From an optimization exercise on the open Yosys and OpenROAD flow, aimed at small area, a short achievable clock period and few clock cycles; shortcuts taken in it are not production practice. RTL that was checked went through simulation tests only; none was proved equivalent to the original. Only the layout flow was run in run 6; the RTL was not checked for function there. No activity file was given, so power comes from the tool's default toggle rates.

<file path="flow/config.mk">
export PLATFORM = sky130hd
export DESIGN_NAME = cpu
export DESIGN_NICKNAME = cpu
export VERILOG_FILES = /design/flow/design.v
export SDC_FILE = /design/flow/constraint.sdc
export NUM_CORES = 4
export LEC_CHECK = 0
export ABC_CLOCK_PERIOD_IN_PS = 3000
export CAP_MARGIN = 20
export CORE_MARGIN = 2
export CORE_UTILIZATION = 40
export CTS_CLUSTER_DIAMETER = 60
export CTS_CLUSTER_SIZE = 20
export PLACE_DENSITY = 0.55
export SETUP_SLACK_MARGIN = 5
export SLEW_MARGIN = 20
export TNS_END_PERCENT = 0
</file>
<file path="flow/constraint.sdc">
create_clock -name core_clock -period 10.0 [get_ports {clk_in}]
set_input_delay 2.0000 -clock core_clock [delete_from_list [all_inputs] [get_ports {clk_in}]]
set_output_delay 2.0000 -clock core_clock [all_outputs]
set_load 0.01 [all_outputs]
</file>
<file path="flow/design.v">
module cpu(
    input  wire                 clk_in,
    input  wire                 rst_in,
    input  wire                 rdy_in,
    input  wire [ 7:0]          mem_din,
    output reg  [ 7:0]          mem_dout,
    output wire [31:0]          mem_a,
    output reg                  mem_wr
);
    reg [31:0] rf [1:31];
    reg [31:0] A, B, IR;
    reg [31:0] W;          
    reg [14:0] pc;         
    reg [14:0] fpc;        
    reg [1:0]  fstep;      
    reg [17:0] ma;
    assign mem_a = {14'b0, ma};
    reg        iss_f, iss_l, iss_last;
    reg [1:0]  iss_lane;
    reg        cap_f, cap_l, cap_last;
    reg [1:0]  cap_lane;
    reg [1:0]  mrem;       
    reg        dec;        
    reg        ldwb;       
    reg [4:0]  ra;         
    reg        rz;         
    reg        ex_alu, wb_alu, ex_rdnz, ex_sub, ex_arith;
    reg        op_add, op_sll, op_slt, op_sltu, op_xor, op_srx, op_or, op_and;
    reg [4:0]  sh;         
    reg        mis;        
    reg [4:0]  ex_rd;
    reg [2:0]  ex_f3;
    wire rdA = cap_f & (cap_lane == 2'd3);
    wire rdB = cap_f & (cap_lane == 2'd0);
    wire [2:0] f3 = IR[14:12];
    wire [6:0] opc = mem_din[6:0];
    reg is_jb, is_br, is_jalr, is_jal, is_u, is_lui, is_mem, is_st, is_ld, is_alu, is_op, alu_sub, is_sll;
    always @(posedge clk_in) begin
        if (rst_in) begin
            is_jb <= 1'b0; is_br <= 1'b0; is_jalr <= 1'b0; is_jal <= 1'b0;
            is_u <= 1'b0; is_lui <= 1'b0; is_mem <= 1'b0; is_st <= 1'b0;
            is_ld <= 1'b0; is_alu <= 1'b0; is_op <= 1'b0; alu_sub <= 1'b0; is_sll <= 1'b0;
        end else begin
            is_jb   <= rdB & opc[6];                           
            is_br   <= rdB & opc[6] & ~opc[2];
            is_jalr <= rdB & opc[6] & opc[2] & ~opc[3];
            is_jal  <= rdB & opc[6] & opc[3];
            is_u    <= rdB & ~opc[6] & opc[2];                 
            is_lui  <= rdB & ~opc[6] & opc[2] & opc[5];
            is_mem  <= rdB & ~opc[6] & ~opc[4];                
            is_st   <= rdB & ~opc[6] & ~opc[4] & opc[5];
            is_ld   <= rdB & ~opc[6] & ~opc[4] & ~opc[5];
            is_alu  <= rdB & ~opc[6] & opc[4] & ~opc[2];       
            is_op   <= rdB & ~opc[6] & opc[4] & ~opc[2] & opc[5];
            is_sll  <= rdB & ~opc[6] & opc[4] & ~opc[2] & IR[14:12] == 3'b001;
            alu_sub <= rdB & ~opc[6] & opc[4] & ~opc[2] &
                       ((opc[5] & IR[30] & IR[14:12] == 3'b000) | IR[14:13] == 2'b01);
        end
    end
    wire eq  = (A == B);
    wire ltu = (A < B);
    wire lt  = (A[31] ^ B[31]) ? A[31] : ltu;
    wire cond = (f3[2] ? (f3[1] ? ltu : lt) : eq) ^ f3[0];
    wire [11:0] imm12 = is_st ? {IR[31:25], IR[11:7]} : IR[31:20];
    wire [17:0] addr  = A[17:0] + {{6{imm12[11]}}, imm12};
    wire [14:0] ptgt  = pc + {IR[16:12], IR[20], IR[30:22]};
    wire [14:0] btgt0 = pc + {{4{IR[31]}}, IR[31], 1'b0, IR[30:25], IR[11:9]};
    wire [14:0] btgt  = mem_din[7] ? {btgt0[14:9] + 6'd1, btgt0[8:0]} : btgt0;
    wire        early = rdB & mem_din[6] & (~mem_din[2] | mem_din[3]);
    wire [14:0] etgt  = mem_din[3] ? ptgt : btgt;
    wire [14:0] pnext = pc + 15'd1;
    wire [14:0] target = addr[16:2];    
    reg  [31:0] ldext;
    always @(*) begin
        case (ex_f3)
            3'b000: ldext = {{24{B[31]}}, B[31:24]};
            3'b100: ldext = {24'b0, B[31:24]};
            3'b001: ldext = {{16{B[31]}}, B[31:16]};
            3'b101: ldext = {16'b0, B[31:16]};
            default: ldext = B;
        endcase
    end
    wire        we = (wb_alu | ldwb) & ex_rdnz;
    wire [31:0] wd = ldwb ? ldext : W;
    wire        fwd = we & (ex_rd == ra);
    wire [31:0] rdata = fwd ? wd : rz ? 32'b0 : rf[ra];
    always @(posedge clk_in)
        if (we) rf[ex_rd] <= wd;
    wire [31:0] alu_c;
    alu alu(.op_add(op_add), .op_sll(op_sll), .op_slt(op_slt), .op_sltu(op_sltu),
            .op_xor(op_xor), .op_srx(op_srx), .op_or(op_or), .op_and(op_and),
            .sub(ex_sub), .arith(ex_arith), .sh(sh), .a(A), .b(B), .c(alu_c));
    always @(posedge clk_in)
        W <= alu_c;
    function [31:0] rev(input [31:0] x);
        integer i;
        for (i = 0; i < 32; i = i + 1) rev[i] = x[31 - i];
    endfunction
    always @(posedge clk_in) begin
        if (cap_f & ~mis) IR[8*cap_lane +: 8] <= mem_din;
        if (cap_f & cap_lane == 2'd2) begin
            ra <= {mem_din[3:0], IR[15]};
            rz <= {mem_din[3:0], IR[15]} == 5'd0;
        end else if (rdA) begin
            ra <= {mem_din[0], IR[23:20]};
            rz <= {mem_din[0], IR[23:20]} == 5'd0;
        end
        if (rdA) A <= rdata;
        else if (is_u) A <= is_lui ? 32'b0 : {15'b0, pc, 2'b00};
        else if (is_jb) A <= {15'b0, pnext, 2'b00};
        else if (is_sll) A <= rev(A);
        if (rdB) sh <= rdata[4:0];
        else if (is_alu & ~IR[5]) sh <= IR[24:20];
        if (rdB) B <= rdata;
        else if (is_u) B <= {IR[31:12], 12'b0};
        else if (is_jb) B <= 32'b0;
        else if (is_alu) B <= (IR[5] ? B : {{20{IR[31]}}, IR[31:20]}) ^ {32{alu_sub}};
        else if (cap_l | (is_st) | (mrem != 2'd0 & mem_wr)) B <= {mem_din, B[31:8]};
        if (dec) begin
            ex_rd    <= IR[11:7];
            ex_f3    <= f3;
            ex_sub   <= alu_sub;
            ex_arith <= IR[30] & f3 == 3'b101;
            op_add   <= ~is_alu | f3 == 3'b000;
            op_sll   <= is_alu & f3 == 3'b001;
            op_slt   <= is_alu & f3 == 3'b010;
            op_sltu  <= is_alu & f3 == 3'b011;
            op_xor   <= is_alu & f3 == 3'b100;
            op_srx   <= is_alu & f3 == 3'b101;
            op_or    <= is_alu & f3 == 3'b110;
            op_and   <= is_alu & f3 == 3'b111;
        end
        mem_dout <= B[7:0];
    end
    always @(posedge clk_in) begin
        if (rst_in) begin
            ma <= 18'd1;
            mem_wr <= 1'b0;
            iss_f <= 1'b1; iss_lane <= 2'd1; iss_l <= 1'b0; iss_last <= 1'b0;
            cap_f <= 1'b0; cap_l <= 1'b0; cap_last <= 1'b0; cap_lane <= 2'd0;
            fpc <= 15'd0; fstep <= 2'd1; pc <= 15'd0;
            mrem <= 2'd0;
            dec <= 1'b0; ldwb <= 1'b0;
            ex_alu <= 1'b0; wb_alu <= 1'b0; ex_rdnz <= 1'b0; mis <= 1'b0;
        end else begin
            mis <= is_br & ~cond;
            cap_f <= iss_f & ~mis; cap_lane <= iss_lane; cap_l <= iss_l; cap_last <= iss_last;
            dec <= rdB;
            ldwb <= cap_l & cap_last;
            ex_alu <= dec & ~is_mem & ~is_br;
            wb_alu <= ex_alu;
            if (dec) ex_rdnz <= (IR[11:7] != 5'd0);
            if (fstep == 2'd3 & mrem == 2'd0) begin
                pc <= fpc;
                fpc <= fpc + 15'd1;
            end
            if (dec & ~is_br & ~is_jal) begin
                if (is_jb) begin
                    ma <= {1'b0, target, 2'b01};
                    iss_f <= 1'b1; iss_lane <= 2'd1; iss_l <= 1'b0;
                    fpc <= target; fstep <= 2'd1;
                end else if (is_mem) begin
                    ma <= addr;
                    mem_wr <= is_st;
                    iss_f <= 1'b0; iss_l <= is_ld;
                    iss_last <= (f3[1:0] == 2'b00);
                    mrem <= {f3[1], f3[1] | f3[0]};
                end else begin
                    ma[1:0] <= 2'd3;
                    iss_lane <= 2'd3;
                    fstep <= 2'd3;
                end
            end else if (mis) begin
                ma <= {1'b0, pnext, 2'b10};
                iss_lane <= 2'd2;
                fpc <= pnext; fstep <= 2'd2;
            end else if (mrem != 2'd0) begin
                ma[1:0] <= ma[1:0] + 2'd1;
                mrem <= mrem - 2'd1;
                iss_last <= (mrem == 2'd1);
            end else begin
                ma <= {1'b0, fpc, fstep + 2'd1};
                mem_wr <= 1'b0;
                iss_f <= 1'b1; iss_lane <= fstep + 2'd1; iss_l <= 1'b0;
                fstep <= fstep + 2'd1;
            end
            if (early) begin
                ma[16:0] <= {etgt, 2'b01};
                iss_lane <= 2'd1;
                fpc <= etgt; fstep <= 2'd1;
            end
        end
    end
endmodule
module alu(
    input  wire        op_add, op_sll, op_slt, op_sltu, op_xor, op_srx, op_or, op_and,
    input  wire        sub,     
    input  wire        arith,   
    input  wire [4:0]  sh,      
    input  wire [31:0] a,
    input  wire [31:0] b,
    output wire [31:0] c
);
    wire [33:0] s2  = {1'b0, a, 1'b1} + {1'b0, b, sub};
    wire [32:0] sum = s2[33:1];
    wire ltu = ~sum[32];
    wire lt  = (a[31] == b[31]) ? a[31] : sum[31];
    function [31:0] rev(input [31:0] x);
        integer i;
        for (i = 0; i < 32; i = i + 1) rev[i] = x[31 - i];
    endfunction
    wire        fill = arith & a[31];
    wire [31:0] h0  = sh[0] ? {fill, a[31:1]} : a;
    wire [31:0] h1  = sh[1] ? {{2{fill}}, h0[31:2]} : h0;
    wire [31:0] h2  = sh[2] ? {{4{fill}}, h1[31:4]} : h1;
    wire [31:0] h3  = sh[3] ? {{8{fill}}, h2[31:8]} : h2;
    wire [31:0] shr = sh[4] ? {{16{fill}}, h3[31:16]} : h3;
    assign c = ({32{op_add}} & sum[31:0]) |
               ({32{op_sll}} & rev(shr)) |
               ({32{op_srx}} & shr) |
               {31'b0, (op_slt & lt) | (op_sltu & ltu)} |
               ({32{op_xor}} & (a ^ b)) |
               ({32{op_or}}  & (a | b)) |
               ({32{op_and}} & (a & b));
endmodule
</file>
<file path="flow/standard.sh">
#!/bin/bash
# synth_recipe.tcl (not shown) runs the flow's synth.tcl, then flattens the netlist and writes it again
# the make line also repeats each setting of config.mk as NAME=value (left out here)
make -C /OpenROAD-flow-scripts/flow DESIGN_CONFIG=/design/flow/config.mk WORK_HOME=/design/flow/orfs CLKGATE_MAP_FILE= SYNTH_SCRIPT=/design/flow/synth_recipe.tcl "${@:-finish}"
</file>
<file path="flow/flow/run.sh">
#!/bin/bash
# The standard layout, with faster port buffers and a repair that aims
# further below the clock period. Make's output goes to flow.log.
set -euo pipefail
bash standard.sh "BUFFER_PORTS_ARGS=-buffer_cell sky130_fd_sc_hd__buf_4" \
    SETUP_SLACK_MARGIN=7 finish > flow.log 2>&1
</file>
==> results.json, run 1 <==
{
  "outcome": "finished clean",
  "synth_top_area_cell": "edfxtp_1",
  "synth_cell_types": 89,
  "n_fill_cell": 12600,
  "synth_common_cells": "1,111 x edfxtp_1, 319 x nand2_1, 288 x mux4_2",
  "clock_latency_ps": 760,
  "cts-root-buf": "clkbuf_16",
  "min_period_ps": 3470,
  "cts_buffer_depth": 3,
  "finalSetupViolCount": 0,
  "syn_area_um2": 57700,
  "path_class": "register to register",
  "p_per_area_nw_per_um2": 233,
  "worst_slew_pin_slew_ps": 1100,
  "pin_count": 52,
  "hold_viol_final": 0,
  "synth_area_leaders": "edfxtp_1 58%, mux4_2 11%, dfxtp_1 4.3%",
  "ys_ff_latch": 1234,
  "cts_num_sinks": 1234,
  "overflow": 0,
  "cts_tree": "built",
  "ant_nets": 0,
  "die_w_um": 384,
  "synthCells": 4042,
  "syn_area_per_cell_um2": 14.3,
  "hold_slack_ps": 462,
  "synth_top_area_share_pct": 57.8,
  "final_nets": 4265,
  "slew_headroom_pct": 26.4,
  "dpl_worst_slack_ps": 5240,
  "vias_per_cell": 5.99,
  "post-dp-hpwl_um": 107000,
  "drive_gt1_share_pct": 20.1,
  "fin_skew_ps": 84.9,
  "portBuffers": 36,
  "critPathRequiredTime_ps": 10610,
  "start_kind": "register",
  "yosys_warnings": 2,
  "utilization_pct": 45.4,
  "grt_pass1_wl_um": 260000,
  "min_period_over_period_pct": 34.7,
  "row_count": 139,
  "synth-async-reset-ratio_pct": 0,
  "gp_congestion": 0.942,
  "grt_max_degree": 58,
  "worstPathMaxFanout": 8,
  "core-area_um2": 143000,
  "drc": 0,
  "antenna_found_initial": 1,
  "grt_pass1_vias": 35000,
  "maxSlewViolCount": 0,
  "vias": 36600,
  "finalSetupTns_ps": 0,
  "cts.clk_slew.worst_paths_ps": 70,
  "rsz0062_at_grt": "true",
  "area_delta_synth_final_pct": 12.8,
  "dr.pass1.iters": 6,
  "track_usage_pct": 24.5,
  "drtIter0Drc": 4292,
  "dieHeight_um": 384,
  "max-vdd-ir-drop_v": 0.000163,
  "routedWlPerCell_um": 29.8,
  "seq_area_frac_synth_pct": 62.0,
  "yosys_most_used_dff": "edfxtp_1",
  "cts_made_buffers": 105,
  "worst_setup_path_end_kind": "register",
  "yosysMostFrequentCell": "edfxtp_1",
  "start_util_pct": 40.2,
  "wl_um": 182000,
  "drv_cap": 0,
  "hp-class": "register to register",
  "htreeDepth": 3,
  "dieArea_um2": 147000,
  "worst_ep_arrival_time_ps": 4090,
  "power_leakage_uw": 0.0215,
  "setup_ws_ps": 6530,
  "max_clock_freq_mhz": 288,
  "synth_edf_count": 1111
}
==> path summary, 6_finish.rpt <==
kind / to / startpoint / cells after the start / slack, ps
setup reg to reg: W[30] / A[7] / 11 / 6530
setup / recovery: W[30] / A[7] / 11 / 6530
hold / removal: iss_l / iss_l / 2 / 460
hold reg to reg: iss_l / iss_l / 2 / 460
==> power breakdown <==
part	switching [uW]	internal (uW)
Combinational	2670	1540
Sequential	354	6340
Clock	2100	2140
==> cell usage in the layout, fill, tap and decap left out, types with 30 or more instances in the layout <==
cell type / n
edfxtp_1: 1111
nand2_1: 319
mux4_2: 288
a21oi_1: 254
o21ai_0: 205
nor2_1: 199
buf_4: 196
ha_1: 144
inv_1: 140
mux2i_1: 131
dfxtp_1: 114
clkbuf_16: 105
xnor2_1: 84
a211oi_1: 80
o211ai_1: 49
nand3_1: 46
a221oi_1: 37
xor2_1: 36
nor3_1: 35
nor2_4: 31
a21oi_2: 30
==> timing repair <==
action / 4_1_cts / 5_1_grt
setup endpoints to repair: 274 / 456
pin swaps: 4 / 7
gates cloned: 5 / 0
gates resized for setup: 48 / 24
hold buffers: 0 / 0
buffers inserted: 43 / 30
==> layout make-up <==
cell class                      instances  area, um^2  share of cell area [%]
Antenna cell                            2        5.00                 0.00769
Tap cell                             1903        2380                    3.66
Sequential cell                      1234       35800                    55.1
Multi-Input combinational cell       2402       20900                    32.0
Inverter                              145         548                   0.842
Clock inverter                         86         891                    1.37
Timing Repair Buffer                  216        1920                    2.95
Clock buffer                          111        2650                    4.07
==> state kept, by name, indices dropped and copies added, names as in the netlist, 2 cells and up, named ones only <==
signal and flops:
ma 18, ex_f3 3, mrem 2, B 32, rf 992, ra 5
mem_dout 8, pc 15, ex_rd 5, fstep 2, W 32, sh 5
fpc 15, IR 26, A 32, cap_lane 2
==> per-stage QoR <==
stage | cell area, um^2 | instances | total power [uW]
after CTS | 64700 | 6066 | 15100
after floorplan | 57800 | 4055 | 9250
after global routing | 65100 | 6097 | 15700
after detailed placement | 60500 | 5821 | 10700
final | 65100 | 6099 | 15100
after global placement | 60500 | 5821 | 10700
==> metal layers <==
layer	vias to the layer above	share of wire [%]	wire (um)	GRT usage (%)
li1	15800	-	-	-
met1	19000	42	76500	34.1
met2	1501	47	85300	39.2
met3	308	7.3	13300	4.22
met4	2	3.7	6710	8.10
met5	-	0.0055	10	0
==> worst max-delay path, cell delays in order (launching register included) <==
cell	delay, ps
edfxtp_1	630
inv_1	110
ha_1	430
a21o_1	190
a21o_1	160
a21oi_1	250
o41ai_4	210
a2111oi_4	540
o22ai_4	160
a31oi_4	210
mux2_4	320
o21ai_2	110
==> logic make-up (layout without fill, tap and decap cells) <==
logic type               count (synthesis)  in the layout  share of synthesized area [%]
AO/OA/AOI/OAI                          898            898                           9.88
other                                    1             16                        0.00649
flip-flops                            1234           1234                           62.0
AND/OR/NAND/NOR                        766            766                           5.81
multiplexers                           450            450                           14.1
adder cells (fa/ha/maj)                150            150                           3.30
XOR/XNOR                               124            124                           1.88
buffers and inverters                  419            558                           2.96
Testbench counts, summed over its fixed seeds: cycles 818,495.
==> run 2, diff against run 1 <==
--- a/flow/design.v
+++ b/flow/design.v
@@ -110,11 +110,11 @@
         else if (is_jb) A <= {15'b0, pnext, 2'b00};
         else if (is_sll) A <= rev(A);
         if (rdB) sh <= rdata[4:0];
-        else if (is_alu & ~IR[5]) sh <= IR[24:20];
+        else if (is_alu & ~is_op) sh <= IR[24:20];
         if (rdB) B <= rdata;
         else if (is_u) B <= {IR[31:12], 12'b0};
         else if (is_jb) B <= 32'b0;
-        else if (is_alu) B <= (IR[5] ? B : {{20{IR[31]}}, IR[31:20]}) ^ {32{alu_sub}};
+        else if (is_alu) B <= (is_op ? B : {{20{IR[31]}}, IR[31:20]}) ^ {32{alu_sub}};
         else if (cap_l | (is_st) | (mrem != 2'd0 & mem_wr)) B <= {mem_din, B[31:8]};
         if (dec) begin
             ex_rd    <= IR[11:7];
--- a/flow/config.mk
+++ b/flow/config.mk
@@ -9,8 +9,8 @@
 export CAP_MARGIN = 20
 export CORE_MARGIN = 2
 export CORE_UTILIZATION = 40
-export CTS_CLUSTER_DIAMETER = 60
-export CTS_CLUSTER_SIZE = 20
+export CTS_CLUSTER_DIAMETER = 70
+export CTS_CLUSTER_SIZE = 30
 export PLACE_DENSITY = 0.55
 export SETUP_SLACK_MARGIN = 5
 export SLEW_MARGIN = 20
==> run 2 against run 1 <==
Design area up 0.40%. Clock skew down 21 ps. Maximum frequency up 2.7%. Still clean on timing, DRC and antenna. Sequential cell count unchanged. Register-to-register slack better by 90 ps. Synthesized cell count down 0.40%. Critical path type unchanged. Via count down 1.1%.
==> results.json, run 2 <==
{
  "yosysMostFrequentCell": "edfxtp_1",
  "portBuffers": 36,
  "max_clock_freq_mhz": 296,
  "layout_common_cells": "1,110 x edfxtp_1, 330 x nand2_1, 295 x mux4_2",
  "drive_gt1_share_pct": 20.7,
  "grt_pass1_vias": 34500,
  "min_period_ps": 3380,
  "dpl.cell_count": 5817,
  "switchingPower_uw": 5290,
  "seq_power_share_pct": 44.3,
  "cellInternalPower_uw": 9830,
  "syn_area_per_cell_um2": 14.4,
  "crit_start": "B[4]",
  "rsz0062_at_grt": "true",
  "start_kind": "register",
  "highest_layer": "met4",
  "overflow": 0,
  "slew_headroom_pct": 25.3,
  "combPwrFrac_pct": 27.7,
  "worstPathMaxFanout": 8,
  "crit_chain": "inv_1 > ha_1 > o211ai_1 > nand2_1 > o2111ai_2 > a21oi_2 > a211o_2 > nand2_1 > a211oi_2 > mux2i_1 > a221o_1",
  "syn_area_um2": 57900,
  "cts_num_sinks": 1234,
  "ant_nets": 0,
  "post-dp-hpwl_um": 106000,
  "drc": 0,
  "worst_slew_pin_slew_ps": 1120,
  "finalSetupTns_ps": 0,
  "routedWlPerCell_um": 29.7,
  "synth_area_leaders": "edfxtp_1 58%, mux4_2 11%, dfxtp_1 4.3%",
  "worst_setup_path_end_kind": "register",
  "finalSetupViolCount": 0,
  "vias": 36200,
  "start_util_pct": 40.3,
  "maxSlewViolCount": 0,
  "wl_met2_um": 85500,
  "hp-class": "register to register",
  "rr_worst_depth": 11,
  "largest_register_ff_count": 992,
  "dieHeight_um": 384,
  "wl_met3_um": 11800,
  "max-vdd-ir-drop_v": 0.000159,
  "dr.pass1.iters": 17,
  "gp_congestion": 0.945,
  "hold_viol_final": 0,
  "dieArea_um2": 148000,
  "slowest_delay_ps": 670,
  "drv_cap": 0,
  "insertedDiodeCount": 0,
  "synthCells": 4026,
  "critPathRequiredTime_ps": 10560,
  "setup_ws_ps": 6620,
  "design_area_um2": 65400,
  "cts_buffer_depth": 3,
  "drtIter0Drc": 3911,
  "htreeDepth": 3,
  "reg2reg_to": "W[27]",
  "cts_tree": "built",
  "post_dp_cell_area_um2": 60600,
  "synth_top_area_share_pct": 57.6,
  "ys_ff_latch": 1234,
  "clock_latency_ps": 740,
  "path_class": "register to register",
  "antenna_found_initial": 5,
  "worstReg2RegStart": "B[4]",
  "regMostFlops": "rf",
  "vias_per_cell": 5.94,
  "outcome": "finished clean",
  "yosys_most_used_dff": "edfxtp_1",
  "wl_um": 181000,
  "area_delta_synth_final_pct": 12.9,
  "utilization_pct": 45.5,
  "synth-async-reset-ratio_pct": 0,
  "fin_skew_ps": 63.8,
  "die_w_um": 384,
  "swShare_pct": 35.0,
  "cts_made_buffers": 91,
  "grt_pass1_wl_um": 257000,
  "yosys_warnings": 2,
  "synth_top_area_cell": "edfxtp_1",
  "cts.clk_slew.worst_paths_ps": 100,
  "final_nets": 4264,
  "core-area_um2": 144000,
  "min_period_over_period_pct": 33.8,
  "cpMaxStageDelayCell": "edfxtp_1",
  "pwr-share-clk_pct": 28.0,
  "power_leakage_uw": 0.0217,
  "grt_max_degree": 66,
  "layout.cells.most_common": "edfxtp_1",
  "final_cell_count_no_fill": 6082,
  "cts-root-buf": "clkbuf_16",
  "postCtsHoldBufs": 0,
  "synth_cell_types": 83,
  "r2r_setup_slack_ps": 6620,
  "crit_path_end": "W[27]",
  "p_per_area_nw_per_um2": 231,
  "synth_edf_count": 1110,
  "crit_path_frequent_cell": "nand2_1",
  "wl_met1_um": 76100,
  "seq_area_frac_synth_pct": 61.8,
  "synth_common_cells": "1,110 x edfxtp_1, 330 x nand2_1, 295 x mux4_2",
  "track_usage_pct": 24.2,
  "dpl_worst_slack_ps": 5390,
  "n_fill_cell": 12700,
  "pin_count": 52,
  "row_count": 139,
  "worst_ep_arrival_time_ps": 3940
}
[run 2: cell count changes in the layout (fill, tap and decap cells not counted), moves of 15 or more]
cell	change
o21ai_0	-44
o21ai_1	+30
a21oi_1	-21
nand3_1	-21
inv_12	+16
clkinv_2	-15
a211oi_1	-16
buf_4	+20
[run 2: final cells by class]
cell class / count / area, um^2 / share of cell area [%]
Multi-Input combinational cell: 2396 / 21000 / 32.2
Clock inverter: 74 / 1200 / 1.84
Timing Repair Buffer: 239 / 2080 / 3.18
Sequential cell: 1234 / 35800 / 54.8
Inverter: 141 / 536 / 0.819
Tap cell: 1903 / 2380 / 3.64
Clock buffer: 95 / 2310 / 3.54
[run 2: worst min path at each step]
stage	depth (start not counted)	from	endpoint	slack, ps
2_1_floorplan	0	alu_sub	ex_sub	410
3_3_place_gp	2	iss_f	iss_f	460
3_5_place_dp	1	iss_last	cap_last	450
4_1_cts	1	iss_l	cap_l	470
5_1_grt	1	iss_l	cap_l	490
6_report	1	iss_last	cap_last	480
[run 2: kinds of logic after synthesis]
| family | count (synthesis) | synth area share, % |
|---|---|---|
| multiplexers | 468 | 14.5 |
| AO/OA/AOI/OAI | 868 | 9.49 |
| buffers and inverters | 409 | 3.14 |
| other | 1 | 0.00648 |
| flip-flops | 1234 | 61.8 |
| adder cells (fa/ha/maj) | 150 | 3.29 |
| AND/OR/NAND/NOR | 776 | 5.87 |
| XOR/XNOR | 120 | 1.84 |
[run 2: through the flow]
stage / hold slack, ps / total power, uW
detailed placement: 453 / 10700
CTS: 475 / 15000
finish: 481 / 15100
floorplan: 406 / 9230
global placement: 458 / 10700
global route: 490 / 15700
[run 2: per-layer routing]
metal / track usage (%) / up-vias
met5: 0 / -
met4: 8.18 / 0
met3: 3.24 / 302
met2: 39.0 / 1444
met1: 33.7 / 18700
li1: - / 15700
[run 2: what timing repair did]
item / CTS / global route
buffers inserted: 23 / 70
cloned: 2 / 1
resized for setup: 37 / 53
endpoints found under the hold margin: 0 / 0
setup endpoints to repair: 272 / 352
pin swaps: 2 / 11
[run 2: critical path: cells and delay by family (launching register included)]
kind	cells	cell delay, ps
flops	1	670
fa+ha+maj	1	470
buf+inv	1	140
compound gates	6	1590
simple gates	2	220
mux	1	120
[run 2: power by group through the flow]
stage	clock network [uW]	logic, uW	registers [uW]
6_report	4230	4190	6700
5_1_grt	4490	4500	6710
4_1_cts	4310	3980	6720
3_5_place_dp	0	3810	6870
3_3_place_gp	0	3780	6870
2_1_floorplan	0	2610	6620
Testbench counts of run 2, summed over its fixed seeds: cycles 818,495.
==> run 3, diff against run 2 <==
--- a/flow/config.mk
+++ b/flow/config.mk
@@ -8,10 +8,10 @@
 export ABC_CLOCK_PERIOD_IN_PS = 3000
 export CAP_MARGIN = 20
 export CORE_MARGIN = 2
-export CORE_UTILIZATION = 40
+export CORE_UTILIZATION = 55
 export CTS_CLUSTER_DIAMETER = 70
 export CTS_CLUSTER_SIZE = 30
-export PLACE_DENSITY = 0.55
+export PLACE_DENSITY = 0.65
 export SETUP_SLACK_MARGIN = 5
 export SLEW_MARGIN = 20
 export TNS_END_PERCENT = 0
==> run 3 against run 2 <==
Core utilization grew 15 points. Cell count is 9.1% lower. Maximum frequency is 1.7% lower. Highest routed layer is now met5. Total power is 4.8% lower. Largest power group unchanged. Via count increased by 0.17%.
==> results.json, run 3 <==
{
  "outcome": "finished clean",
  "area_delta_synth_final_pct": 10.4,
  "grt_max_degree": 63,
  "dieHeight_um": 328,
  "synth_cell_types": 83,
  "fin_skew_ps": 43.7,
  "synth_compound_area_share_pct": 9.49,
  "cts_num_sinks": 1234,
  "finalSetupViolCount": 0,
  "synth_top_area_share_pct": 57.6,
  "hp-class": "register to register",
  "start_util_pct": 55.2,
  "largest_register_ff_count": 992,
  "vias_per_cell": 6.55,
  "synth_edf_count": 1110,
  "synth_mux_area_share_pct": 14.5,
  "post-dp-hpwl_um": 101000,
  "core-area_um2": 105000,
  "ys_ff_latch": 1234,
  "cts_buffer_depth": 3,
  "slowest_delay_ps": 670,
  "final_nets": 4237,
  "hold_viol_final": 0,
  "routedWlPerCell_um": 30.2,
  "synth_fa_ha_area_share_pct": 3.29,
  "max-vdd-ir-drop_v": 0.000214,
  "synth-async-reset-ratio_pct": 0,
  "path_class": "register to register",
  "power_leakage_uw": 0.0213,
  "seq_area_frac_synth_pct": 61.8,
  "yosys_warnings": 2,
  "rsz0062_at_grt": "true",
  "dr.pass1.iters": 6,
  "dpl.cell_count": 5301,
  "portBuffers": 36,
  "worstPathMaxFanout": 9,
  "layout_common_cells": "1,110 x edfxtp_1, 330 x nand2_1, 295 x mux4_2",
  "start_kind": "register",
  "row_count": 119,
  "grt_pass1_wl_um": 239000,
  "wl_um": 167000,
  "overflow": 0,
  "cpMaxStageDelayCell": "edfxtp_1",
  "finalSetupTns_ps": 0,
  "gp_congestion": 0.958,
  "synth_common_cells": "1,110 x edfxtp_1, 330 x nand2_1, 295 x mux4_2",
  "critPathRequiredTime_ps": 10590,
  "cts_tree": "built",
  "layout.cells.most_common": "edfxtp_1",
  "setup_ws_ps": 6560,
  "syn_area_um2": 57900,
  "synth-xor-area-share_pct": 1.84,
  "clock_latency_ps": 690,
  "pin_count": 52,
  "min_period_over_period_pct": 34.4,
  "worst_ep_arrival_time_ps": 4030,
  "maxSlewViolCount": 0,
  "synth_area_leaders": "edfxtp_1 58%, mux4_2 11%, dfxtp_1 4.3%",
  "drive_gt1_share_pct": 19.9,
  "p_per_area_nw_per_um2": 225,
  "final_cell_count_no_fill": 5526,
  "antenna_found_initial": 4,
  "track_usage_pct": 30.7,
  "syn_area_per_cell_um2": 14.4,
  "drv_cap": 0,
  "drc": 0,
  "cts-root-buf": "clkbuf_16",
  "cts_made_buffers": 74,
  "yosys_most_used_dff": "edfxtp_1",
  "yosysMostFrequentCell": "edfxtp_1",
  "crit_chain": "inv_1 > ha_1 > or4_1 > nor2_1 > and3_1 > o31ai_1 > a31oi_2 > xnor2_1 > nor3b_1",
  "min_period_ps": 3440,
  "slew_headroom_pct": 25.9,
  "max_clock_freq_mhz": 291,
  "die_w_um": 328,
  "hold_slack_ps": 459,
  "worst_slew_pin_slew_ps": 1110,
  "grt_pass1_vias": 34100,
  "dieArea_um2": 108000,
  "vias": 36200,
  "worst_setup_path_end_kind": "register",
  "synth_top_area_cell": "edfxtp_1",
  "ant_nets": 0,
  "cts.clk_slew.worst_paths_ps": 90,
  "htreeDepth": 3,
  "regMostFlops": "rf",
  "drtIter0Drc": 4322,
  "synthCells": 4026,
  "synthSimpleGateAreaFrac_pct": 5.87,
  "synth_top_family_by_area": "multiplexers",
  "dpl_worst_slack_ps": 5230
}
==> run 3: cell counts after synthesis <==
Identical to the previous run, type by type.
==> run 3: final timing paths <==
path	start	end	slack, ps	depth (start not counted)
hold / removal	ex_alu	wb_alu	460	1
setup / recovery	A[26]	mis	6560	9
hold reg to reg	ex_alu	wb_alu	460	1
setup reg to reg	A[26]	mis	6560	9
==> run 3: final cells by class <==
cell class	count	area [um^2]
fill	7904	40900
sequential	1234	35800
multi-input combinational	2396	21000
timing repair buffer	229	2010
clock buffer	79	1920
tap	1391	1740
clock inverter	55	872
inverter	141	532
antenna	1	2.50
==> run 3: kinds of logic (layout without fill, tap and decap cells) <==
logic type / after synthesis / after routing
AOI/OAI and AO/OA: 868 / 868
xor gates and xnor gates: 120 / 120
adders and majority gates: 150 / 150
buffers and inverters: 409 / 504
DFF: 1234 / 1234
muxes: 468 / 468
other: 1 / 15
and+or+nand+nor: 776 / 776
==> run 3: power breakdown <==
group          switching [uW]  internal, uW
registers                 331          6340
logic                    2580          1530
clock network            1990          1620
==> run 3: per-layer routing <==
| layer | wire [um] | vias to the layer above | global-route usage (%) |
|---|---|---|---|
| met5 | 53 | - | 0 |
| met4 | 8910 | 8 | 14.4 |
| met3 | 12400 | 372 | 4.38 |
| met2 | 80000 | 1743 | 49.6 |
| met1 | 65400 | 18400 | 41.5 |
| li1 | - | 15700 | - |
==> run 3: worst max-delay path: cells and delay by family, from the launching register on <==
kind / cells / cell delay (ps)
and+or+nand+nor: 4 / 1250
buffers and inverters: 1 / 180
DFF: 1 / 670
AOI/OAI and AO/OA: 2 / 620
adders and majority gates: 1 / 470
xor gates and xnor gates: 1 / 160
==> run 3: timing repair <==
| action | in CTS | in global routing |
|---|---|---|
| pin swaps | 4 | 6 |
| setup endpoints to repair | 313 | 319 |
| hold buffers | 0 | 0 |
| cloned | 3 | 2 |
| hold endpoints to repair | 0 | 0 |
| buffers inserted | 26 | 59 |
| resized for setup | 52 | 27 |
==> run 3: metrics by stage <==
stage,total power [uW],cell area [um^2],util (%)
2_1_floorplan,9230,58000,-
3_3_place_gp,10500,59900,57.2
3_5_place_dp,10600,59900,57.2
4_1_cts,14200,63300,60.4
5_1_grt,14900,63900,61.0
6_report,14400,63900,61.0
==> run 4, diff against run 3 <==
--- a/flow/config.mk
+++ b/flow/config.mk
@@ -8,10 +8,10 @@
 export ABC_CLOCK_PERIOD_IN_PS = 3000
 export CAP_MARGIN = 20
 export CORE_MARGIN = 2
-export CORE_UTILIZATION = 55
+export CORE_UTILIZATION = 65
 export CTS_CLUSTER_DIAMETER = 70
 export CTS_CLUSTER_SIZE = 30
-export PLACE_DENSITY = 0.65
+export PLACE_DENSITY = 0.75
 export SETUP_SLACK_MARGIN = 5
 export SLEW_MARGIN = 20
 export TNS_END_PERCENT = 0
==> run 4 against run 3 <==
Maximum frequency up 6.0%. Largest power group unchanged. Setup slack better by 200 ps. Count of clock-buffer cells in the layout shrank 18. Total power is 4.1% lower. Core utilization increased by 11 points. Hold slack lost 9.1 ps. Clock power is 22% lower. Clock skew about the same. Sequential power barely moved. Global-route usage up 6.9 points.
==> results.json, run 4 <==
{
  "cp_num_buf_inv": 1,
  "row_count": 109,
  "wl_met2_um": 82200,
  "pin_count": 52,
  "dieHeight_um": 302,
  "max_clock_freq_mhz": 308,
  "die_w_um": 302,
  "seq_area_frac_synth_pct": 61.8,
  "worstPathMaxFanout": 8,
  "area_delta_synth_final_pct": 9.16,
  "p_per_area_nw_per_um2": 218,
  "design_area_um2": 63200,
  "overflow": 0,
  "synth_top_area_share_pct": 57.6,
  "cts_num_sinks": 1234,
  "wl_met3_um": 19200,
  "grt_max_degree": 78,
  "maxSlewViolCount": 0,
  "synth_area_leaders": "edfxtp_1 58%, mux4_2 11%, dfxtp_1 4.3%",
  "min_period_over_period_pct": 32.4,
  "ys_ff_latch": 1234,
  "max-vdd-ir-drop_v": 0.000219,
  "track_usage_pct": 37.6,
  "syn_area_per_cell_um2": 14.4,
  "cpMaxStageDelayCell": "edfxtp_1",
  "cts_tree": "built",
  "path_class": "register to register",
  "yosys_most_used_dff": "edfxtp_1",
  "cts_buffer_depth": 3,
  "final_nets": 4232,
  "outcome": "finished clean",
  "post_dp_cell_area_um2": 59600,
  "synth_top_area_cell": "edfxtp_1",
  "htreeDepth": 2,
  "start_kind": "register",
  "finalSetupViolCount": 0,
  "clock_latency_ps": 710,
  "start_util_pct": 65.5,
  "dpl.cell_count": 5073,
  "ant_nets": 0,
  "yosys_warnings": 2,
  "wl_um": 175000,
  "worst_slew_pin_slew_ps": 1170,
  "min_period_ps": 3240,
  "synth_edf_count": 1110,
  "vias": 37800,
  "postCtsHoldBufs": 0,
  "drtIter0Drc": 5828,
  "synth_cell_types": 83,
  "cts_made_buffers": 56,
  "dieArea_um2": 91500,
  "synth-async-reset-ratio_pct": 0,
  "routedWlPerCell_um": 33.3,
  "yosysMostFrequentCell": "edfxtp_1",
  "grt_pass1_wl_um": 245000,
  "highest_layer": "met5",
  "gp_congestion": 1.01,
  "rsz0062_at_grt": "true",
  "crit_chain": "inv_1 > ha_1 > or4_1 > nor2_1 > and3_1 > o31ai_1 > a31oi_2 > xnor2_1 > nor3b_1",
  "cts-root-buf": "clkbuf_16",
  "critical_path.top_delay_family": "simple AND/OR/NAND/NOR gates",
  "grt_pass1_vias": 35300,
  "layout.cells.most_common": "edfxtp_1",
  "hold_viol_final": 0,
  "hold_slack_ps": 450,
  "drv_cap": 0,
  "worst_ep_arrival_time_ps": 3840,
  "critPathRequiredTime_ps": 10600,
  "cts.clk_slew.worst_paths_ps": 100,
  "largest_register_ff_count": 992,
  "fin_skew_ps": 43.7,
  "hp-class": "register to register",
  "final_cell_count_no_fill": 5269,
  "power_leakage_uw": 0.0210,
  "syn_area_um2": 57900,
  "vias_per_cell": 7.17,
  "core-area_um2": 88400,
  "slew_headroom_pct": 21.9,
  "antenna_found_initial": 5,
  "drc": 0,
  "portBuffers": 36,
  "wl_met1_um": 62200,
  "synthCells": 4026,
  "finalSetupTns_ps": 0,
  "synth_common_cells": "1,110 x edfxtp_1, 330 x nand2_1, 295 x mux4_2",
  "layout_common_cells": "1,110 x edfxtp_1, 327 x nand2_1, 295 x mux4_2",
  "worst_setup_path_end_kind": "register",
  "post-dp-hpwl_um": 104000,
  "drive_gt1_share_pct": 20.8,
  "dr.pass1.iters": 7,
  "regMostFlops": "rf",
  "slowest_delay_ps": 600
}
[run 4: cell counts after synthesis]
No cell type changed its count.
[run 4: final timing paths]
check	slack [ps]	end	startpoint	depth (start not counted)
min reg2reg	450	wb_alu	ex_alu	1
max	6760	mis	B[31]	9
min	450	wb_alu	ex_alu	1
max reg2reg	6760	mis	B[31]	9
[run 4: per-layer routing]
layer / up-vias / GRT usage, %
met5: - / 0
met4: 6 / 18.7
met3: 607 / 6.87
met2: 2762 / 60.0
met1: 18800 / 50.6
li1: 15600 / -
[run 4: stage by stage]
stage | utilization (%) | setup WS, ps | total power (uW)
floorplan | - | 6820 | 9230
global placement | 67.5 | 5840 | 10500
detailed placement | 67.5 | 5790 | 10600
CTS | 70.6 | 6810 | 13500
global route | 71.5 | 6750 | 14200
finish | 71.5 | 6760 | 13800
[run 4: layout make-up]
type,instances,area [um^2]
diodes,2,5.00
clock buffers,61,1430
clock inverters,28,380
fillers,5657,25200
inverters,141,536
multi-input cells,2397,21300
flip-flops and latches,1234,35900
well taps,1165,1460
repair buffers,241,2230
[run 4: kinds of logic (layout without fill, tap and decap cells)]
| group | count (synthesis) | in the layout | synth area share, % |
|---|---|---|---|
| AO/OA/AOI/OAI | 868 | 869 | 9.49 |
| XOR/XNOR | 120 | 120 | 1.84 |
| adder cells (fa/ha/maj) | 150 | 150 | 3.29 |
| buffers and inverters | 409 | 471 | 3.14 |
| flip-flops | 1234 | 1234 | 61.8 |
| multiplexers | 468 | 468 | 14.5 |
| other | 1 | 16 | 0.00648 |
| AND/OR/NAND/NOR | 776 | 776 | 5.87 |
[run 4: worst reg2reg max path, delay by kind of cell, from the launching register on]
kind | cells | cell delay (ps)
adders and majority gates | 1 | 440
buffers and inverters | 1 | 230
DFF | 1 | 600
and+or+nand+nor | 4 | 1210
xor gates and xnor gates | 1 | 120
AOI/OAI and AO/OA | 2 | 570
[run 4: report_power, final]
group | internal, uW | leakage (uW) | switching, uW
clock network | 1140 | 0.000880 | 1650
registers | 6340 | 0.0109 | 293
logic | 1610 | 0.00923 | 2770
[run 4: what timing repair did]
item | 4_1_cts | 5_1_grt
gates cloned | 5 | 4
gates resized for setup | 94 | 82
setup endpoints to repair | 767 | 367
setup buffers | 48 | 48
pin swaps | 6 | 21
==> run 5, diff against run 4 <==
--- a/flow/config.mk
+++ b/flow/config.mk
@@ -9,8 +9,8 @@
 export CAP_MARGIN = 20
 export CORE_MARGIN = 2
 export CORE_UTILIZATION = 65
-export CTS_CLUSTER_DIAMETER = 70
-export CTS_CLUSTER_SIZE = 30
+export CTS_CLUSTER_DIAMETER = 60
+export CTS_CLUSTER_SIZE = 25
 export PLACE_DENSITY = 0.75
 export SETUP_SLACK_MARGIN = 5
 export SLEW_MARGIN = 20
==> run 5 against run 4 <==
Design area up 0.99%. Total power up 6.5%. Non-clock buffer count down 32. Die area unchanged. Still clean. Largest power group unchanged. Setup slack worse by 65 ps. Area after synthesis unchanged. Via count up 1.1%. Sequential share of layout area down 0.58 points. Clock skew about the same. Core utilization up 0.71 points. Register-to-register slack worse by 60 ps. Wire length up 2.7%. Critical path type unchanged.
==> results.json, run 5 <==
{
  "synth_common_cells": "1,110 x edfxtp_1, 330 x nand2_1, 295 x mux4_2",
  "hold_path.startpoint": "ex_alu",
  "die_w_um": 302,
  "dr.pass1.iters": 6,
  "dieHeight_um": 302,
  "yosys_most_used_dff": "edfxtp_1",
  "swShare_pct": 34.5,
  "final_nets": 4227,
  "synth_top_area_cell": "edfxtp_1",
  "cts-root-buf": "clkbuf_16",
  "core-area_um2": 88400,
  "ant_nets": 0,
  "post-dp-hpwl_um": 104000,
  "synth_cell_types": 83,
  "slowest_delay_ps": 530,
  "setup_ws_ps": 6690,
  "antenna_found_initial": 4,
  "p_per_area_nw_per_um2": 230,
  "synth_top_area_share_pct": 57.6,
  "combPwrFrac_pct": 29.1,
  "finalSetupTns_ps": 0,
  "crit_chain": "buf_12 > buf_4 > bufbuf_16 > mux4_2 > a211oi_1 > a211oi_1 > a21oi_2 > nor2_1 > a21oi_1 > a21oi_1",
  "seq_area_frac_synth_pct": 61.8,
  "critPathRequiredTime_ps": 10420,
  "cts_buffer_depth": 3,
  "cts.clk_slew.worst_paths_ps": 90,
  "drv_cap": 0,
  "largest_register_ff_count": 992,
  "fin_skew_ps": 43.6,
  "power_leakage_uw": 0.0213,
  "critical_path.top_delay_family": "compound AO/OA/AOI/OAI gates",
  "grt_pass1_wl_um": 256000,
  "syn_area_per_cell_um2": 14.4,
  "cpMaxStageDelayCell": "mux4_2",
  "switchingPower_uw": 5080,
  "worst_setup_path_end_kind": "register",
  "path_class": "register to register",
  "synth_area_leaders": "edfxtp_1 58%, mux4_2 11%, dfxtp_1 4.3%",
  "yosysMostFrequentCell": "edfxtp_1",
  "path_depth": 10,
  "layout_common_cells": "1,110 x edfxtp_1, 330 x nand2_1, 295 x mux4_2",
  "regMostFlops": "rf",
  "cts_made_buffers": 84,
  "syn_area_um2": 57900,
  "rr_worst_depth": 10,
  "start_util_pct": 65.5,
  "worst_ep_arrival_time_ps": 3730,
  "ys_ff_latch": 1234,
  "rsz0062_at_grt": "true",
  "vias_per_cell": 7.21,
  "pin_count": 52,
  "routedWlPerCell_um": 34.0,
  "slew_headroom_pct": 22.4,
  "cellInternalPower_uw": 9630,
  "seq_power_share_pct": 45.2,
  "yosys_warnings": 2,
  "max_clock_freq_mhz": 302,
  "grt_pass1_vias": 36400,
  "area_delta_synth_final_pct": 10.2,
  "vias": 38200,
  "gp_congestion": 1.01,
  "r2r_setup_slack_ps": 6690,
  "cts_num_sinks": 1234,
  "outcome": "finished clean",
  "hold_depth": 1,
  "max-vdd-ir-drop_v": 0.000181,
  "finalSetupViolCount": 0,
  "wl_um": 180000,
  "pwr-share-clk_pct": 25.7,
  "maxSlewViolCount": 0,
  "drc": 0,
  "hold_viol_final": 0,
  "dpl_worst_slack_ps": 5790,
  "holdPathEnd": "wb_alu",
  "worstPathMaxFanout": 26,
  "htreeDepth": 3,
  "hp-class": "register to register",
  "drtIter0Drc": 5795,
  "cts_tree": "built",
  "synth-async-reset-ratio_pct": 0,
  "min_period_over_period_pct": 33.1,
  "grt_max_degree": 78,
  "synth_edf_count": 1110,
  "worst_slew_pin_slew_ps": 1160,
  "portBuffers": 36,
  "reg2reg_to": "B[28]",
  "overflow": 0,
  "synthCells": 4026,
  "dieArea_um2": 91500,
  "row_count": 109,
  "track_usage_pct": 39.6,
  "drive_gt1_share_pct": 20.3,
  "cp_num_buf_inv": 3,
  "start_kind": "register",
  "min_period_ps": 3310,
  "clock_latency_ps": 720,
  "layout.cells.most_common": "edfxtp_1"
}
## run 5: changes by cell type in the layout (fill, tap and decap cells not counted), sizes merged
cell      change
bufbuf        +3
bufinv        -1
clkinv       +10
clkinvlp      +1
inv          +26
buf          -32
o2bb2ai       -1
diode         -1
clkbuf       +23
## run 5: stage by stage
| stage | utilization [%] | instances | hold slack [ps] | power [uW] | cell area [um^2] |
|---|---|---|---|---|---|
| after global routing | 72.2 | 5296 | 447 | 15100 | 63800 |
| after floorplan | - | 4039 | 406 | 9230 | 58000 |
| after global placement | 67.5 | 5073 | 431 | 10500 | 59600 |
| after detailed placement | 67.5 | 5073 | 435 | 10600 | 59600 |
| after CTS | 71.9 | 5280 | 439 | 14500 | 63600 |
| final | 72.2 | 5297 | 437 | 14700 | 63800 |
## run 5: how the worst max path moves through the flow
| stage | startpoint | end | slack [ps] |
|---|---|---|---|
| floorplan | mem_din[3] | fpc[7] | 6820 |
| global placement | register | B[4] | 5840 |
| detailed placement | register | B[4] | 5790 |
| CTS | ma[0] | mem_a[0] | 6820 |
| global route | IR[31] | fpc[14] | 6650 |
| finish | register | B[28] | 6690 |
## run 5: final cells by class
type,count,area (um^2)
tap,1165,1460
antenna,1,2.50
clock inverter,64,801
fill,5545,24500
timing repair buffer,209,1930
multi-input combinational,2396,21100
sequential,1234,35900
clock buffer,87,2140
inverter,141,532
## run 5: kinds of logic (layout without fill, tap and decap cells)
logic type / count (synthesis) / count (layout) / synth area share (%)
mux: 468 / 468 / 14.5
buf+inv: 409 / 501 / 3.14
compound gates: 868 / 868 / 9.49
simple gates: 776 / 776 / 5.87
flops: 1234 / 1234 / 61.8
other cells: 1 / 15 / 0.00648
xor+xnor: 120 / 120 / 1.84
fa+ha+maj: 150 / 150 / 3.29
## run 5: per-layer routing
layer	vias up	global-route usage (%)	routed length [um]
li1	15700	-	-
met1	18900	52.3	62700
met2	2997	62.6	85400
met3	628	7.51	20200
met4	2	22.4	11900
met5	-	0	13
## run 5: timing repair
| action | 4_1_cts | 5_1_grt |
|---|---|---|
| gates cloned | 7 | 0 |
| gates resized for setup | 88 | 29 |
| pin swaps | 6 | 7 |
| buffers inserted | 49 | 16 |
| endpoints found under the setup margin | 810 | 405 |
| hold buffers | 0 | 0 |
## run 5: power by group through the flow
| stage | Clock [uW] | Combinational [uW] | Sequential [uW] |
|---|---|---|---|
| 2_1_floorplan | 0 | 2610 | 6620 |
| 3_3_place_gp | 0 | 3690 | 6820 |
| 3_5_place_dp | 0 | 3750 | 6820 |
| 4_1_cts | 3750 | 4080 | 6640 |
| 5_1_grt | 3930 | 4520 | 6660 |
| 6_report | 3770 | 4280 | 6650 |
==> run 6, diff against run 5 <==
--- a/flow/design.v
+++ b/flow/design.v
@@ -23,7 +23,7 @@
     reg        dec;        
     reg        ldwb;       
     reg [4:0]  ra;         
-    reg        rz;         
+    reg [31:1] rsel;       
     reg        ex_alu, wb_alu, ex_rdnz, ex_sub, ex_arith;
     reg        op_add, op_sll, op_slt, op_sltu, op_xor, op_srx, op_or, op_and;
     reg [4:0]  sh;         
@@ -83,7 +83,14 @@
     wire        we = (wb_alu | ldwb) & ex_rdnz;
     wire [31:0] wd = ldwb ? ldext : W;
     wire        fwd = we & (ex_rd == ra);
-    wire [31:0] rdata = fwd ? wd : rz ? 32'b0 : rf[ra];
+    reg  [31:0] rfo;
+    integer k;
+    always @(*) begin
+        rfo = 32'b0;
+        for (k = 1; k < 32; k = k + 1)
+            rfo = rfo | ({32{rsel[k]}} & rf[k]);
+    end
+    wire [31:0] rdata = fwd ? wd : rfo;
     always @(posedge clk_in)
         if (we) rf[ex_rd] <= wd;
     wire [31:0] alu_c;
@@ -100,10 +107,10 @@
         if (cap_f & ~mis) IR[8*cap_lane +: 8] <= mem_din;
         if (cap_f & cap_lane == 2'd2) begin
             ra <= {mem_din[3:0], IR[15]};
-            rz <= {mem_din[3:0], IR[15]} == 5'd0;
+            rsel <= {31'b0, 1'b1} << {mem_din[3:0], IR[15]} >> 1;
         end else if (rdA) begin
             ra <= {mem_din[0], IR[23:20]};
-            rz <= {mem_din[0], IR[23:20]} == 5'd0;
+            rsel <= {31'b0, 1'b1} << {mem_din[0], IR[23:20]} >> 1;
         end
         if (rdA) A <= rdata;
         else if (is_u) A <= is_lui ? 32'b0 : {15'b0, pc, 2'b00};
--- a/flow/config.mk
+++ b/flow/config.mk
@@ -8,10 +8,10 @@
 export ABC_CLOCK_PERIOD_IN_PS = 3000
 export CAP_MARGIN = 20
 export CORE_MARGIN = 2
-export CORE_UTILIZATION = 65
+export CORE_UTILIZATION = 70
 export CTS_CLUSTER_DIAMETER = 60
 export CTS_CLUSTER_SIZE = 25
-export PLACE_DENSITY = 0.75
+export PLACE_DENSITY = 0.8
 export SETUP_SLACK_MARGIN = 5
 export SLEW_MARGIN = 20
 export TNS_END_PERCENT = 0
==> run 6 against run 5 <==
Count of clock-buffer cells in the layout is 6 lower. Sequential share of layout area grew 4.0 points. Die area is 10% lower. Wire length grew 7.7%. Cell count rose by 0.49%. Register-to-register slack worse by 320 ps. Core utilization grew 4.7 points. Critical endpoint is now mis.
==> results.json, run 6 <==
{
  "cts.clk_slew.worst_paths_ps": 90,
  "fin_skew_ps": 83.1,
  "synthCells": 4216,
  "grt_max_degree": 65,
  "row_count": 103,
  "synth_common_cells": "1,140 x edfxtp_1, 282 x nand2_1, 236 x a21oi_1",
  "htreeDepth": 3,
  "dieHeight_um": 287,
  "dieArea_um2": 82300,
  "outcome": "finished clean",
  "final_nets": 4381,
  "n_fill_cell": 4710,
  "crit_path_frequent_cell": "a21oi_1",
  "layout.cells.most_common": "edfxtp_1",
  "synth-async-reset-ratio_pct": 0,
  "synth_top_area_cell": "edfxtp_1",
  "worst_ep_arrival_time_ps": 4200,
  "finalSetupTns_ps": 0,
  "synth_area_leaders": "edfxtp_1 61%, dfxtp_1 4.3%, ha_1 3.3%",
  "area_delta_synth_final_pct": 8.63,
  "critPathRequiredTime_ps": 10570,
  "slowest_delay_ps": 730,
  "p_per_area_nw_per_um2": 218,
  "rsz0062_at_grt": "true",
  "crit_chain": "inv_1 > ha_1 > nand2b_1 > a21oi_1 > o21ai_0 > a311oi_1 > nor3b_1 > a21boi_2 > a21oi_1 > a31o_2",
  "max-vdd-ir-drop_v": 0.000220,
  "largest_register_ff_count": 992,
  "cpMaxStageDelayCell": "edfxtp_1",
  "path_class": "register to register",
  "worst_slew_pin_slew_ps": 1180,
  "ant_nets": 0,
  "gp_congestion": 1.02,
  "dr.pass1.iters": 9,
  "min_period_ps": 3630,
  "routedWlPerCell_um": 36.5,
  "critical_path.top_delay_family": "compound AO/OA/AOI/OAI gates",
  "clock_latency_ps": 690,
  "slew_headroom_pct": 21.0,
  "yosysMostFrequentCell": "edfxtp_1",
  "drv_cap": 0,
  "worstPathMaxFanout": 9,
  "syn_area_um2": 56000,
  "post-dp-hpwl_um": 113000,
  "cts_buffer_depth": 3,
  "cts-root-buf": "clkbuf_16",
  "hp-class": "register to register",
  "grt_pass1_wl_um": 271000,
  "yosys_most_used_dff": "edfxtp_1",
  "overflow": 0,
  "vias": 41400,
  "seq_area_frac_synth_pct": 65.4,
  "worst_setup_path_end_kind": "register",
  "power_leakage_uw": 0.0203,
  "cts_num_sinks": 1259,
  "regMostFlops": "rf",
  "hold_viol_final": 0,
  "grt_pass1_vias": 38300,
  "synth_edf_count": 1140,
  "wl_um": 194000,
  "yosys_warnings": 2,
  "drc": 0,
  "die_w_um": 287,
  "syn_area_per_cell_um2": 13.3,
  "layout_common_cells": "1,140 x edfxtp_1, 282 x nand2_1, 220 x a21oi_1",
  "cp_num_buf_inv": 1,
  "synth_cell_types": 89,
  "synth_top_area_share_pct": 61.1,
  "drive_gt1_share_pct": 11.2,
  "utilization_pct": 76.9,
  "finalSetupViolCount": 0,
  "start_util_pct": 70.8,
  "start_kind": "register",
  "pin_count": 52,
  "vias_per_cell": 7.78,
  "antenna_found_initial": 8,
  "track_usage_pct": 46.7,
  "max_clock_freq_mhz": 275,
  "drtIter0Drc": 8904,
  "maxSlewViolCount": 0,
  "ys_ff_latch": 1259,
  "cts_made_buffers": 76,
  "min_period_over_period_pct": 36.3,
  "cts_tree": "built",
  "portBuffers": 36,
  "core-area_um2": 79100
}
## run 6: cell count changes after synthesis, moves of 52 or more
cell / delta
a221oi_1: +138
a22o_1: +149
a22oi_1: +166
mux2i_1: -63
mux4_2: -273
nand4_1: +52
## run 6: stage by stage
step	cells	hold WS, ps	worst slack (ps)	area, um^2	power, uW
final	5323	464	6370	60900	13200
after global placement	5161	440	5910	57800	9610
after floorplan	4229	406	6790	56100	8520
after detailed placement	5161	452	5850	57900	9660
after CTS	5317	461	6690	60800	13000
after global routing	5319	482	6420	60800	13500
## run 6: final cells by class
type / count / area [um^2] / share of cell area [%]
diodes: 4 / 10.0 / 0.0164
repair buffers: 189 / 1440 / 2.37
clock buffers: 81 / 1960 / 3.23
well taps: 1050 / 1310 / 2.16
clock inverters: 46 / 612 / 1.01
inverters: 152 / 571 / 0.938
flip-flops and latches: 1259 / 36600 / 60.2
multi-input cells: 2542 / 18300 / 30.1
## run 6: kinds of logic (layout without fill, tap and decap cells)
logic type	after synthesis	in the layout	synth area share, %
buf+inv	428	468	3.03
other cells	1	18	0.00669
fa+ha+maj	150	150	3.40
simple gates	877	877	7.37
flops	1259	1259	65.4
compound gates	1248	1248	16.0
mux	130	130	2.87
xor+xnor	123	123	1.92
## run 6: power breakdown
part / switching [uW] / internal [uW]
Combinational: 2130 / 950
Clock: 1830 / 1610
Sequential: 312 / 6400
Total: 4280 / 8960
## run 6: final timing paths
check	from	to	slack (ps)	cells past startpoint
hold / removal	iss_l	cap_l	460	1
setup / recovery	B[25]	mis	6370	10
setup reg to reg	B[25]	mis	6370	10
hold reg to reg	iss_l	cap_l	460	1
## run 6: layer usage
metal  track usage [%]  share of wire (%)  vias to the layer above
met3              17.4                 18                      895
met5             0.291              0.080                        -
met1              63.3                 33                    19700
met2              66.1                 42                     4288
li1                  -                  -                    16500
met4              25.4                6.7                       12
## run 6: what timing repair did
action / 4_1_cts / 5_1_grt
setup endpoints to repair: 407 / 805
hold buffers: 0 / 0
resized for setup: 30 / 1
buffers inserted: 29 / 2
pin swaps: 1 / 1
==> run 7, diff against run 6 <==
--- a/flow/design.v
+++ b/flow/design.v
@@ -91,6 +91,8 @@
             rfo = rfo | ({32{rsel[k]}} & rf[k]);
     end
     wire [31:0] rdata = fwd ? wd : rfo;
+    wire [4:0]  rs1n  = {(cap_f & cap_lane == 2'd2) ? mem_din[3:0] : IR[19:16], IR[15]};
+    wire [4:0]  rnext = (iss_f & iss_lane == 2'd3) ? rs1n : {mem_din[0], IR[23:20]};
     always @(posedge clk_in)
         if (we) rf[ex_rd] <= wd;
     wire [31:0] alu_c;
@@ -105,13 +107,8 @@
     endfunction
     always @(posedge clk_in) begin
         if (cap_f & ~mis) IR[8*cap_lane +: 8] <= mem_din;
-        if (cap_f & cap_lane == 2'd2) begin
-            ra <= {mem_din[3:0], IR[15]};
-            rsel <= {31'b0, 1'b1} << {mem_din[3:0], IR[15]} >> 1;
-        end else if (rdA) begin
-            ra <= {mem_din[0], IR[23:20]};
-            rsel <= {31'b0, 1'b1} << {mem_din[0], IR[23:20]} >> 1;
-        end
+        ra <= rnext;
+        rsel <= {31'b0, 1'b1} << rnext >> 1;
         if (rdA) A <= rdata;
         else if (is_u) A <= is_lui ? 32'b0 : {15'b0, pc, 2'b00};
         else if (is_jb) A <= {15'b0, pnext, 2'b00};
--- a/flow/config.mk
+++ b/flow/config.mk
@@ -8,10 +8,10 @@
 export ABC_CLOCK_PERIOD_IN_PS = 3000
 export CAP_MARGIN = 20
 export CORE_MARGIN = 2
-export CORE_UTILIZATION = 70
+export CORE_UTILIZATION = 65
 export CTS_CLUSTER_DIAMETER = 60
 export CTS_CLUSTER_SIZE = 25
-export PLACE_DENSITY = 0.8
+export PLACE_DENSITY = 0.75
 export SETUP_SLACK_MARGIN = 5
 export SLEW_MARGIN = 20
 export TNS_END_PERCENT = 0
==> run 7 against run 6 <==
Global-route usage decreased by 3.3 points. Sequential share of layout area decreased by 0.24 points. Clock power increased by 2%. Count of clock-buffer cells in the layout increased by 8. Sequential power increased by 3.1%. Wire length decreased by 1.2%.
==> results.json, run 7 <==
{
  "design_area_um2": 60600,
  "antenna_found_initial": 3,
  "ant_nets": 0,
  "insertedDiodeCount": 0,
  "drive_gt1_share_pct": 11.5,
  "synthCells": 4222,
  "gp_congestion": 1.01,
  "synth_cell_types": 81,
  "dr.pass1.iters": 10,
  "final_nets": 4409,
  "r2r_setup_slack_ps": 6440,
  "regMostFlops": "rf",
  "cts-root-buf": "clkbuf_16",
  "grt_pass1_vias": 36900,
  "post_dp_cell_area_um2": 57400,
  "slowest_delay_ps": 820,
  "crit_chain": "inv_1 > nor2_1 > o31ai_2 > o22ai_2 > buf_4 > o22ai_1 > a21oi_1",
  "yosys_most_used_dff": "edfxtp_1",
  "synth_top_area_cell": "edfxtp_1",
  "row_count": 107,
  "p_total_uw": 15200,
  "cts_made_buffers": 77,
  "power_leakage_uw": 0.0204,
  "worst_ep_arrival_time_ps": 3950,
  "portBuffers": 36,
  "seq_area_frac_synth_pct": 65.3,
  "postCtsHoldBufs": 0,
  "cp_num_buf_inv": 2,
  "area_delta_synth_final_pct": 9.16,
  "rsz0062_at_grt": "true",
  "overflow": 0,
  "final_cell_count_no_fill": 5446,
  "critPathRequiredTime_ps": 10390,
  "max_clock_freq_mhz": 281,
  "hp-class": "register to register",
  "cpMaxStageDelayCell": "o31ai_2",
  "synth-async-reset-ratio_pct": 0,
  "synth_area_leaders": "edfxtp_1 60%, dfxtp_1 5.6%, ha_1 3.3%",
  "ys_ff_latch": 1259,
  "drv_cap": 0,
  "cts.clk_slew.worst_paths_ps": 90,
  "worstPathMaxFanout": 32,
  "layout.cells.most_common": "edfxtp_1",
  "routedWlPerCell_um": 35.2,
  "start_util_pct": 65.4,
  "finalSetupViolCount": 0,
  "yosysMostFrequentCell": "edfxtp_1",
  "dieHeight_um": 296,
  "track_usage_pct": 43.5,
  "synth_top_area_share_pct": 59.8,
  "syn_area_per_cell_um2": 13.1,
  "min_period_ps": 3560,
  "synth_edf_count": 1104,
  "min_period_over_period_pct": 35.6,
  "worst_setup_path_end_kind": "register",
  "worst_slew_pin_slew_ps": 1190,
  "drtIter0Drc": 9122,
  "fin_skew_ps": 45.2,
  "drc": 0,
  "die_w_um": 296,
  "p_per_area_nw_per_um2": 251,
  "vias": 40500,
  "grt_max_degree": 65,
  "synth_common_cells": "1,104 x edfxtp_1, 265 x nand2_1, 256 x nor2_1",
  "start_kind": "register",
  "vias_per_cell": 7.43,
  "hold_slack_ps": 456,
  "hold_viol_final": 0,
  "pin_count": 52,
  "wl_um": 192000,
  "largest_register_ff_count": 992,
  "yosys_warnings": 2,
  "max-vdd-ir-drop_v": 0.000247,
  "grt_pass1_wl_um": 267000,
  "syn_area_um2": 55500,
  "maxSlewViolCount": 0,
  "clock_latency_ps": 690,
  "outcome": "finished clean",
  "path_class": "register to register",
  "finalSetupTns_ps": 0,
  "dpl.cell_count": 5256,
  "cts_num_sinks": 1259,
  "post-dp-hpwl_um": 112000,
  "dieArea_um2": 87700,
  "layout_common_cells": "1,104 x edfxtp_1, 265 x nand2_1, 229 x a21oi_1",
  "slew_headroom_pct": 20.6,
  "cts_buffer_depth": 3,
  "critical_path.top_delay_family": "compound AO/OA/AOI/OAI gates",
  "cts_tree": "built",
  "htreeDepth": 3,
  "core-area_um2": 84900
}
run 7: cell count changes in the layout (fill, tap and decap cells not counted), sizes merged, moves of 10 or more:
cell and delta:
buf +20, a211oi -18, a21oi +10, dfxtp +36, inv +33, edfxtp -36, mux4 -10, nor2 +23
a222oi +31, nand2 -17, a21o +13
run 7: cell type report:
class | instances | area (um^2)
Sequential cell | 1259 | 36300
Clock inverter | 44 | 579
Fill cell | 5807 | 24300
Timing Repair Buffer | 209 | 1580
Clock buffer | 89 | 2050
Inverter | 173 | 649
Tap cell | 1144 | 1430
Multi-Input combinational cell | 2528 | 18000
run 7: cell families after synthesis:
logic type	after synthesis	share of synthesized area (%)
buf+inv	448	3.18
fa+ha+maj	150	3.44
compound gates	1255	16.3
other cells	1	0.00676
flops	1259	65.3
simple gates	858	7.14
xor+xnor	124	2.00
mux	127	2.62
run 7: report_power, final:
group | internal (uW) | leakage, uW | switching [uW]
Combinational | 1440 | 0.00805 | 3360
Sequential | 6500 | 0.0111 | 417
Clock | 1620 | 0.00127 | 1890
Total | 9560 | 0.0204 | 5670
run 7: final timing paths:
path,startpoint,to,cells past startpoint
max,B[31],A[14],7
min,ex_alu,wb_alu,1
max reg2reg,B[31],A[14],7
min reg2reg,ex_alu,wb_alu,1
run 7: metrics by stage:
step | worst slack [ps] | utilization, %
floorplan | 6570 | -
global placement | 5660 | 67.6
detailed placement | 5640 | 67.6
CTS | 6550 | 70.9
global route | 6480 | 71.4
finish | 6440 | 71.4
run 7: repair_timing:
action / 4_1_cts / 5_1_grt
setup endpoints to repair: 439 / 702
setup buffers: 19 / 38
resized for setup: 9 / 11
pin swaps: 1 / 3
run 7: layer usage:
metal,up-vias,routed length [um],GRT usage [%]
met2,3765,82300,62.7
met5,-,35,0
li1,16500,-,-
met3,607,32700,12.2
met4,6,10200,19.4
met1,19600,66600,62.0
Testbench counts of run 7, summed over its fixed seeds: cycles 818,495.

-- separate check: timing with driven ports --
How much do the figures lean on ideal ports? The routed layouts below were timed once more, with nothing changed but the port constraints. Step 1: set_driving_cell puts a clkbuf_16 on clk_in and a buf_2 on each other input, an assumption about the parent block. Step 2 adds t to the input delays and takes it off the output delays; t is the mean of the earliest and latest rising clock arrival at the registers after step 1. Input paths then give back, and output paths get back, about the clock's delay inside the block. Three values: ideal ports, drivers, drivers and shift; two values: the first two.
| run | t (ns) | slack for setup (ns) | worst setup path at the end | worst data-port slew with drivers (ns) | cell pins on the clock port's net |
|---|---|---|---|---|---|
| run 1 | 0.801 | 6.526 / 6.526 / 6.249 | input to register | 0.03 | 1 |
| run 2 | 0.791 | 6.619 / 6.605 / 6.082 | input to register | 0.04 | 1 |
| run 3 | 0.754 | 6.562 / 6.562 / 6.098 | input to register | 0.04 | 1 |
| run 4 | 0.758 | 6.757 / 6.757 / 6.209 | input to register | 0.07 | 1 |
| run 5 | 0.762 | 6.692 / 6.692 / 6.158 | input to register | 0.09 | 1 |
| run 6 | 0.721 | 6.368 / 6.368 / 5.962 | input to register | 0.04 | 1 |
| run 7 | 0.744 | 6.443 / 6.443 / 5.930 | input to register | 0.06 | 1 |
After both steps setup and hold are still met in every run listed. For run 4, which loses most, drivers alone change the setup slack by 0.000 ns; drivers and shift together by -0.548 ns.
